Source: an optimization exercise on an open RTL-to-GDS flow (aim: small area). Production flows keep margins and buffers that such runs may drop. Function was checked by simulation only, so behaviour that the tests miss may differ from the original. Power is estimated from default activity; no workload was simulated. No driver is modelled on the clock port, so clocking that relies on it looks cheaper here than on a real chip.

==> flow/design.v (excerpt) <==
module 	control_divergence_stack	#(parameter STACK_DEPTH=8, LOG2_STACK_DEPTH=3, STACK_WIDTH=72, PC_WIDTH=32)
					(
					clk,
					rst_n,
					is_branch,
					data_in_1,
					data_in_2,
					new_reconv_PC,
					fetch_PC,
					stack_full,
					stack_empty,
					sm_busy,
					data_out,
					data_vld
					);
input 	clk;
input	rst_n;
input 	is_branch;
input	[STACK_WIDTH-1:0] data_in_1;
input	[STACK_WIDTH-1:0] data_in_2;
input	[PC_WIDTH-1:0]	  new_reconv_PC;
input	[PC_WIDTH-1:0]	  fetch_PC;
output	stack_full;
output	stack_empty;
output	sm_busy;
output	[STACK_WIDTH-1:0] data_out;
output	data_vld;
reg	busy, vld, st_a;
reg	[LOG2_STACK_DEPTH-1:0] top;
reg	full;
reg	[PC_WIDTH-1:0] nrpc_q;
wire	[STACK_WIDTH-1:0] rd;
wire	idle      = !busy;
wire	empty     = (top == 3'd0) && !full;
wire	st_save   = busy & !st_a;		 
wire	st_pop    = busy & vld & st_a;
wire	[PC_WIDTH-1:0] R = st_a ? rd[63:32] : rd[PC_WIDTH-1:0];
wire	match     = (fetch_PC == R) && !empty;
wire	br        = idle & is_branch;
wire	do_pop    = idle & !is_branch & match;
wire	inc       = br | st_save;
wire	dec       = do_pop;
wire	[LOG2_STACK_DEPTH-1:0] top_p1 = top + 3'd1;
wire	[LOG2_STACK_DEPTH-1:0] top_m1 = top - 3'd1;
wire	[LOG2_STACK_DEPTH-1:0] ridx   = busy ? (st_pop ? top : top - 3'd2) :
					(st_a ? top_m1 : top - 3'd3);
always @(posedge clk)
begin
	if (!rst_n)
	begin
		busy <= 1'b0;
		vld  <= 1'b0;
		st_a <= 1'b0;
		top  <= 3'd0;
		full <= 1'b0;
	end
	else
	begin
		busy <= br | do_pop | (st_save & vld);
		vld  <= (br & !empty) | do_pop;
		st_a <= busy ? vld : (do_pop | (st_a & !is_branch));
		if (inc)
			top <= top_p1;
		else if (dec)
			top <= top_m1;
		if (inc && top == 3'd7)
			full <= 1'b1;
		else if (dec && top == 3'd0)
			full <= 1'b0;
	end
end
always @(posedge clk)
	nrpc_q <= new_reconv_PC;
wire	[STACK_WIDTH-1:0] din_e = top[0] ? data_in_2 : data_in_1;
wire	[STACK_WIDTH-1:0] din_o = top[0] ? data_in_1 : data_in_2;
wire	[STACK_WIDTH-1:0] bus_e = {din_e[STACK_WIDTH-1:PC_WIDTH], busy ? nrpc_q : din_e[PC_WIDTH-1:0]};
wire	[STACK_WIDTH-1:0] bus_o = {din_o[STACK_WIDTH-1:PC_WIDTH], busy ? nrpc_q : din_o[PC_WIDTH-1:0]};
wire	[STACK_DEPTH-1:0] sel_t   = 8'd1 << top;
wire	[STACK_DEPTH-1:0] sel_t1  = 8'd1 << top_p1;
wire	[STACK_DEPTH-1:0] rsel    = 8'd1 << ridx;
wire	[STACK_DEPTH-1:0] we_hi   = br ? (sel_t | sel_t1) : 8'd0;
  ...
Size: about 1,400 cells after synthesis, roughly 290 I/O pins, ~24,000 um^2 of cells after synthesis.
==> flow/config.mk <==
export PLATFORM = sky130hd
export DESIGN_NAME = control_divergence_stack
export DESIGN_NICKNAME = control_divergence_stack
export VERILOG_FILES = /design/flow/design.v
export SDC_FILE = /design/flow/constraint.sdc
export NUM_CORES = 4
export LEC_CHECK = 0
export CAP_MARGIN = 20
export CORE_MARGIN = 2
export CORE_UTILIZATION = 30
export SLEW_MARGIN = 20
==> flow/constraint.sdc <==
create_clock -name core_clock -period 7.0 [get_ports {clk}]
set_input_delay 1.4000 -clock core_clock [delete_from_list [all_inputs] [get_ports {clk}]]
set_output_delay 1.4000 -clock core_clock [all_outputs]
set_load 0.01 [all_outputs]
standard.sh (not shown) runs the stock make flow with config.mk's settings and CLKGATE_MAP_FILE= SYNTH_SCRIPT=/design/flow/synth_recipe.tcl, a recipe that flattens the netlist after the stock synthesis.
==> flow/flow/run.sh <==
#!/bin/bash
# The standard layout (standard.sh), with:
#  - the combinational mapping done by an area-oriented abc script,
#  - port buffers of the smallest buffer cell,
#  - a clock tree of clkbuf_4/clkbuf_8 without dummy loads.
set -euo pipefail
here=$(pwd)
export MY_ABC_SCRIPT=$here/flow/area.abc
export RECOVER_POWER=100
export BUFFER_PORTS_ARGS="-buffer_cell sky130_fd_sc_hd__buf_1"
export CTS_ARGS="-sink_clustering_enable -repair_clock_nets -dont_use_dummy_load -buf_list {sky130_fd_sc_hd__clkbuf_8 sky130_fd_sc_hd__clkbuf_16} -sink_clustering_size 30 -sink_clustering_max_diameter 80"
sed "s|SYNTH_SCRIPT=[^ ]*|SYNTH_SCRIPT=$here/flow/synth.tcl|" standard.sh > my_standard.sh
grep -q "SYNTH_SCRIPT=$here/flow/synth.tcl" my_standard.sh
bash my_standard.sh > flow.log 2>&1
==> flow/flow/area.abc <==
strash
dc2
&get -n
&dch -f
&nf -R 1000 -p
&put
strash
&get -n
&dch -f
&nf -R 1000 -p
&put
topo
==> flow/flow/synth.tcl <==
# The standard synthesis (synth_recipe.tcl), with only the abc script
# of the combinational mapping replaced by flow/area.abc
proc synth {args} { yosys synth -nofsm -noshare {*}$args }
proc abc {args} {
  set i [lsearch -exact $args -script]
  if {$i >= 0} { lset args [expr {$i + 1}] $::env(MY_ABC_SCRIPT) }
  yosys abc {*}$args
}
source $::env(SCRIPTS_DIR)/synth.tcl
# left out here: clear keep_hierarchy, flatten, clean up, hide names made inside functions, write 1_2_yosys.v
The baseline completed and failed the layout checks on capacitance limit, slew limit.
Edit:
--- a/flow/flow/run.sh
+++ b/flow/flow/run.sh
@@ -8,5 +8,4 @@
 export MY_ABC_SCRIPT=$here/flow/area.abc
-export RECOVER_POWER=100
 export BUFFER_PORTS_ARGS="-buffer_cell sky130_fd_sc_hd__buf_1"
-export CTS_ARGS="-sink_clustering_enable -repair_clock_nets -dont_use_dummy_load -buf_list {sky130_fd_sc_hd__clkbuf_8 sky130_fd_sc_hd__clkbuf_16} -sink_clustering_size 30 -sink_clustering_max_diameter 80"
+export CTS_ARGS="-sink_clustering_enable -repair_clock_nets -dont_use_dummy_load -buf_list {sky130_fd_sc_hd__clkbuf_4 sky130_fd_sc_hd__clkbuf_8} -sink_clustering_buffer sky130_fd_sc_hd__clkbuf_16 -sink_clustering_size 30 -sink_clustering_max_diameter 80"
 sed "s|SYNTH_SCRIPT=[^ ]*|SYNTH_SCRIPT=$here/flow/synth.tcl|" standard.sh > my_standard.sh
The new run ran to the end with no violations; via count decreases by 0.38%; register-to-register slack is better by 350 ps; die area stays the same; clock-buffer cell count stays the same.
Edit:
--- a/flow/flow/run.sh
+++ b/flow/flow/run.sh
@@ -9,3 +9,3 @@
 export BUFFER_PORTS_ARGS="-buffer_cell sky130_fd_sc_hd__buf_1"
-export CTS_ARGS="-sink_clustering_enable -repair_clock_nets -dont_use_dummy_load -buf_list {sky130_fd_sc_hd__clkbuf_4 sky130_fd_sc_hd__clkbuf_8} -sink_clustering_buffer sky130_fd_sc_hd__clkbuf_16 -sink_clustering_size 30 -sink_clustering_max_diameter 80"
+export CTS_ARGS="-sink_clustering_enable -repair_clock_nets -dont_use_dummy_load -buf_list {sky130_fd_sc_hd__clkbuf_8 sky130_fd_sc_hd__clkbuf_16} -sink_clustering_size 30 -sink_clustering_max_diameter 80"
 sed "s|SYNTH_SCRIPT=[^ ]*|SYNTH_SCRIPT=$here/flow/synth.tcl|" standard.sh > my_standard.sh
--- a/flow/config.mk
+++ b/flow/config.mk
@@ -10,2 +10,4 @@
 export CORE_UTILIZATION = 30
+export GPL_ROUTABILITY_DRIVEN = 0
+export GPL_TIMING_DRIVEN = 0
 export SLEW_MARGIN = 20
Effect: Worst hold slack got worse by 6.4 ps. Utilization is higher by 1.6 points. Sequential share of layout area fell by 2.9 points.
Edit:
==> flow/flow/area.abc (replaced) <==
strash
dc2
&get -n
&dch -f
&nf -R 1000 -p
&put
topo
--- a/flow/config.mk
+++ b/flow/config.mk
@@ -10,4 +10,2 @@
 export CORE_UTILIZATION = 30
-export GPL_ROUTABILITY_DRIVEN = 0
-export GPL_TIMING_DRIVEN = 0
 export SLEW_MARGIN = 20
=>
- cell area drops by 4.0%
- final cell count fell by 1.2%
- power went down by 3.3%
- sequential power hardly moves
- worst setup slack improves by 510 ps
- via count goes down by 1.3%
- core utilization goes down by 1.5 points


Another version of the RTL of control_divergence_stack (not shown whole).
Size: ~1,300 cells after synthesis, ~620 flip-flops, ~290 I/O pins, about 23,000 um2 of cells after synthesis.
export LEC_CHECK = 0
export CAP_MARGIN = 20
export CORE_MARGIN = 2
export CORE_UTILIZATION = 35
export SLEW_MARGIN = 20
create_clock -name core_clock -period 7.0 [get_ports {clk}]
==> flow/flow/run.sh <==
#!/bin/bash
# The standard layout (standard.sh), with:
#  - the combinational mapping done by an area-oriented abc script,
#  - port buffers of the smallest buffer cell,
#  - a clock tree without dummy loads: clkbuf_16 at the leaves, clkbuf_4/8 above.
set -euo pipefail
here=$(pwd)
export MY_ABC_SCRIPT=$here/flow/area.abc
export BUFFER_PORTS_ARGS="-buffer_cell sky130_fd_sc_hd__buf_1"
export CTS_ARGS="-sink_clustering_enable -repair_clock_nets -dont_use_dummy_load -buf_list {sky130_fd_sc_hd__clkbuf_4 sky130_fd_sc_hd__clkbuf_8} -sink_clustering_buffer sky130_fd_sc_hd__clkbuf_16 -sink_clustering_size 30 -sink_clustering_max_diameter 80"
sed "s|SYNTH_SCRIPT=[^ ]*|SYNTH_SCRIPT=$here/flow/synth.tcl|" standard.sh > my_standard.sh
grep -q "SYNTH_SCRIPT=$here/flow/synth.tcl" my_standard.sh
bash my_standard.sh > flow.log 2>&1
==> flow/flow/area.abc <==
strash
dc2
&get -n
&dch -f
&nf -R 1000 -p
&put
strash
&get -n
&dch
&nf -R 1000 -p
&put
topo
Scripts as last shown in full above: flow/flow/synth.tcl
The first run ran to the end with no violations.
Rerun with:
--- a/flow/flow/run.sh
+++ b/flow/flow/run.sh
@@ -10 +10 @@
-export CTS_ARGS="-sink_clustering_enable -repair_clock_nets -dont_use_dummy_load -buf_list {sky130_fd_sc_hd__clkbuf_4 sky130_fd_sc_hd__clkbuf_8} -sink_clustering_buffer sky130_fd_sc_hd__clkbuf_16 -sink_clustering_size 30 -sink_clustering_max_diameter 80"
+export CTS_ARGS="-sink_clustering_enable -repair_clock_nets -dont_use_dummy_load -buf_list {sky130_fd_sc_hd__clkbuf_4 sky130_fd_sc_hd__clkbuf_8} -sink_clustering_buffer sky130_fd_sc_hd__clkbuf_16 -sink_clustering_size 33 -sink_clustering_max_diameter 90"
After rerunning: Setup slack is about the same; routed wire length is about the same; clock skew increases by 35 ps; clock-buffer cell count decreases by 4.

[separate check: timing with driven ports]
The flow's constraints put no driver on any port. The routed layouts listed below were extracted and timed again, unchanged, in two steps. Step 1, drivers: a clkbuf_16 drives clk and a buf_2 each remaining input, both assumed. Step 2 times the ports against the registers' clock, not the clock port: input delays grow and output delays shrink by t, the midpoint of the rising clock arrivals with the driver on. Three values: ideal ports, drivers, drivers and shift; two values: the first two.
run	shift t [ns]	setup slack, ns	latest minus earliest clock arrival (ns)
the first run of note 1	0.655	0.831 / 0.771 / 0.958	0.065 / 0.065
the second run of note 1	0.777	1.034 / 0.978 / 1.308	0.068 / 0.068
the third run of note 1	0.661	0.262 / 0.262 / 0.262	0.087 / 0.087
the fourth run of note 1	0.642	0.774 / 0.774 / 0.774	0.066 / 0.066
the first run of note 2	0.750	0.769 / 0.749 / 0.769	0.058 / 0.058
the second run of note 2	0.731	0.769 / 0.713 / 0.833	0.080 / 0.080
